Source: an optimization exercise on an open RTL-to-GDS flow (aim: small area). Production flows keep margins and buffers that such runs may drop. In this exercise RTL edits were held to simulation tests only and were not proved equivalent to the original.

==> module simon_key, before the edit <==
module simon_key(
    input  [63:0]  keytext,
    input          clk, rst,
    output [511:0] key_total
);
    localparam [61:0] Z = 62'b01100111000011010100100010111110110011100001101010010001011111;
    reg [15:0] c [0:30];
    reg [4:0]  cnt;    
    wire [15:0] t   = {c[30][2:0], c[30][15:3]} ^ c[28];
    wire [15:0] gen = c[27] ^ t ^ {t[0], t[15:1]} ^ {15'h7ffe, Z[cnt - 5'd1]};
    always @(posedge clk) begin
        if (!rst)
            cnt <= 5'd0;
        else if (cnt != 5'd28)
            cnt <= cnt + 5'd1;
    end
    integer j;
    always @(posedge clk) begin
        if (rst && cnt == 5'd0) begin
            c[27] <= keytext[15:0];
            c[28] <= keytext[31:16];
            c[29] <= keytext[47:32];
            c[30] <= keytext[63:48];
        end else if (rst && cnt != 5'd28) begin
            for (j = 0; j < 30; j = j + 1)
                c[j] <= c[j+1];
            c[30] <= gen;
        end
    end
    genvar g;
    generate
        for (g = 0; g < 31; g = g + 1) begin : out
            assign key_total[16*g+15:16*g] = c[g];
        end
    endgenerate
    assign key_total[511:496] = gen;
endmodule
clock: 5.0 ns
lec_check: 0
cap_margin: 5
core_margin: 2
core_utilization: 70
place_density: 0.85
slew_margin: 5
standard.sh (not shown) runs the stock make flow with config.mk's settings and CLKGATE_MAP_FILE= SYNTH_SCRIPT=/design/flow/synth_recipe.tcl, a recipe that flattens the netlist after the stock synthesis.
==> flow/flow/run.sh <==
#!/bin/bash
# Standard ORFS layout with two changes: ports are buffered with buf_1, and
# CTS builds its tree without dummy balancing loads.
set -euo pipefail
export BUFFER_PORTS_ARGS="-buffer_cell sky130_fd_sc_hd__buf_1"
export CTS_ARGS="-sink_clustering_enable -repair_clock_nets -dont_use_dummy_load -buf_list sky130_fd_sc_hd__clkbuf_8 -sink_clustering_size 19 -sink_clustering_max_diameter 60"
bash standard.sh finish > standard_finish.log 2>&1
==> next run, changes <==
--- a/flow/design.v
+++ b/flow/design.v
@@ -13,10 +13,12 @@
     output [511:0] key_total
 );
     localparam [61:0] Z = 62'b01100111000011010100100010111110110011100001101010010001011111;
-    reg [15:0] c [0:30];
+    reg [15:0] c [0:29];
     reg [4:0]  cnt;    
-    wire [15:0] t   = {c[30][2:0], c[30][15:3]} ^ c[28];
-    wire [15:0] gen = c[27] ^ t ^ {t[0], t[15:1]} ^ {15'h7ffe, Z[cnt - 5'd1]};
+    wire [15:0] t   = {c[29][2:0], c[29][15:3]} ^ c[27];
+    wire [15:0] gen = c[26] ^ t ^ {t[0], t[15:1]} ^ {15'h7ffe, Z[cnt - 5'd1]};
+    wire [15:0] u   = {c[2][2:0], c[2][15:3]} ^ c[0];
+    wire [15:0] rk0 = c[3] ^ u ^ {u[0], u[15:1]} ^ {15'h7ffe, Z[0]};
     always @(posedge clk) begin
         if (!rst)
             cnt <= 5'd0;
@@ -26,20 +28,21 @@
     integer j;
     always @(posedge clk) begin
         if (rst && cnt == 5'd0) begin
-            c[27] <= keytext[15:0];
-            c[28] <= keytext[31:16];
-            c[29] <= keytext[47:32];
-            c[30] <= keytext[63:48];
+            c[26] <= keytext[15:0];
+            c[27] <= keytext[31:16];
+            c[28] <= keytext[47:32];
+            c[29] <= keytext[63:48];
         end else if (rst && cnt != 5'd28) begin
-            for (j = 0; j < 30; j = j + 1)
+            for (j = 0; j < 29; j = j + 1)
                 c[j] <= c[j+1];
-            c[30] <= gen;
+            c[29] <= gen;
         end
     end
+    assign key_total[15:0] = rk0;
     genvar g;
     generate
-        for (g = 0; g < 31; g = g + 1) begin : out
-            assign key_total[16*g+15:16*g] = c[g];
+        for (g = 0; g < 30; g = g + 1) begin : out
+            assign key_total[16*g+31:16*g+16] = c[g];
         end
     endgenerate
     assign key_total[511:496] = gen;
=>
- first-iteration DRC count increases by 17%
- via count goes up by 0.88%
- routed wire length goes up by 7.5%
- final cell count increases by 0.63%
- core utilization is about the same
- worst hold slack is better by 0.0089 ns


simon_pipeline, a different RTL version from the one above (not shown whole).
For scale: about 3,800 cells after synthesis, about 1,500 flip-flops, ~130 I/O pins, roughly 53,000 µm² of cells after synthesis.
==> module simon_key, before the edit <==
module simon_key(
    input  [63:0]  keytext,
    input          clk, rst,
    output [511:0] key_total
);
    localparam [4:0] S_LOAD = 5'b11110;    
    localparam [4:0] S_DONE = 5'b10110;    
    reg  [4:0] s;
    reg [15:0] c [0:29];
    wire load = (s == S_LOAD);
    wire run  = (s != S_DONE);
    wire [15:0] t   = {c[29][2:0], c[29][15:3]} ^ c[27];
    wire [15:0] gen = c[26] ^ t ^ {t[0], t[15:1]} ^ {15'h7ffe, s[0]};
    wire [15:0] u   = {c[2][2:0], c[2][15:3]} ^ c[0];
    wire [15:0] rk0 = c[3] ^ u ^ {u[0], u[15:1]} ^ 16'hfffd;
    always @(posedge clk) begin
        if (!rst)
            s <= S_LOAD;
        else if (s != S_DONE)
            s <= {s[0] ^ s[1] ^ s[2] ^ s[4], s[4:1]};
    end
    integer j;
    always @(posedge clk) begin
        if (run) begin
            for (j = 0; j < 26; j = j + 1)
                c[j] <= c[j+1];
            if (load) begin
                c[26] <= keytext[15:0];
                c[27] <= keytext[31:16];
                c[28] <= keytext[47:32];
                c[29] <= keytext[63:48];
            end else begin
                for (j = 26; j < 29; j = j + 1)
                    c[j] <= c[j+1];
                c[29] <= gen;
            end
        end
    end
    assign key_total[15:0] = rk0;
    genvar g;
    generate
        for (g = 0; g < 30; g = g + 1) begin : out
            assign key_total[16*g+31:16*g+16] = c[g];
        end
    endgenerate
    assign key_total[511:496] = gen;
endmodule
Settings: LEC_CHECK=0, CAP_MARGIN=5, CORE_MARGIN=2, CORE_UTILIZATION=70, PLACE_DENSITY=0.85, SLEW_MARGIN=5; clock period 5.0 ns.
Scripts as last shown in full above: flow/flow/run.sh
The baseline completed without violations.
Edit:
--- a/flow/design.v
+++ b/flow/design.v
@@ -17,6 +17,6 @@
     reg  [4:0] s;
     reg [15:0] c [0:29];
-    wire load = (s == S_LOAD);
-    wire run  = (s != S_DONE);
+    wire load  = (s == S_LOAD);
+    wire shift = (s != S_LOAD) && (s != S_DONE);
     wire [15:0] t   = {c[29][2:0], c[29][15:3]} ^ c[27];
     wire [15:0] gen = c[26] ^ t ^ {t[0], t[15:1]} ^ {15'h7ffe, s[0]};
@@ -31,17 +31,13 @@
     integer j;
     always @(posedge clk) begin
-        if (run) begin
-            for (j = 0; j < 26; j = j + 1)
+        if (rst && load) begin
+            c[26] <= keytext[15:0];
+            c[27] <= keytext[31:16];
+            c[28] <= keytext[47:32];
+            c[29] <= keytext[63:48];
+        end else if (rst && shift) begin
+            for (j = 0; j < 29; j = j + 1)
                 c[j] <= c[j+1];
-            if (load) begin
-                c[26] <= keytext[15:0];
-                c[27] <= keytext[31:16];
-                c[28] <= keytext[47:32];
-                c[29] <= keytext[63:48];
-            end else begin
-                for (j = 26; j < 29; j = j + 1)
-                    c[j] <= c[j+1];
-                c[29] <= gen;
-            end
+            c[29] <= gen;
         end
     end
Effect: The new run completed with no timing, DRC or antenna violations; maximum frequency goes down by 3.9%; worst hold slack improved by 11 ps; clock-buffer cell count goes down by 5; routed wire length goes up by about 2%.

==> static timing again, ports no longer ideal <==
The results above use ideal ports. As a check the final layouts listed here were re-extracted and re-timed, cells and wires unchanged.
Step 1 assumes that a clkbuf_16 drives the clock port and a buf_2 every other input.
Step 2 times the ports against the registers' clock, not the clock port: input delays grow and output delays shrink by t, the midpoint of the rising clock arrivals with the driver on.
Three values: ideal ports, drivers, drivers and shift; two values: the first two.
run	t, ns	slack for setup (ns)	latest minus earliest clock arrival (ns)	worst register clock-pin slew, ns
the first run of note 1	0.777	2.173 / 2.173 / 2.114	0.084 / 0.085	0.12 / 0.12
the second run of note 1	0.784	2.099 / 2.099 / 1.989	0.064 / 0.063	0.12 / 0.12
the first run of note 2	0.771	2.605 / 2.605 / 2.605	0.075 / 0.076	0.12 / 0.12
the second run of note 2	0.770	2.508 / 2.508 / 1.907	0.050 / 0.050	0.12 / 0.12
After both steps every run listed still meets setup and hold. For the second run of note 2, which loses most, drivers alone change the setup slack by 0.000 ns; drivers and shift together by -0.601 ns.
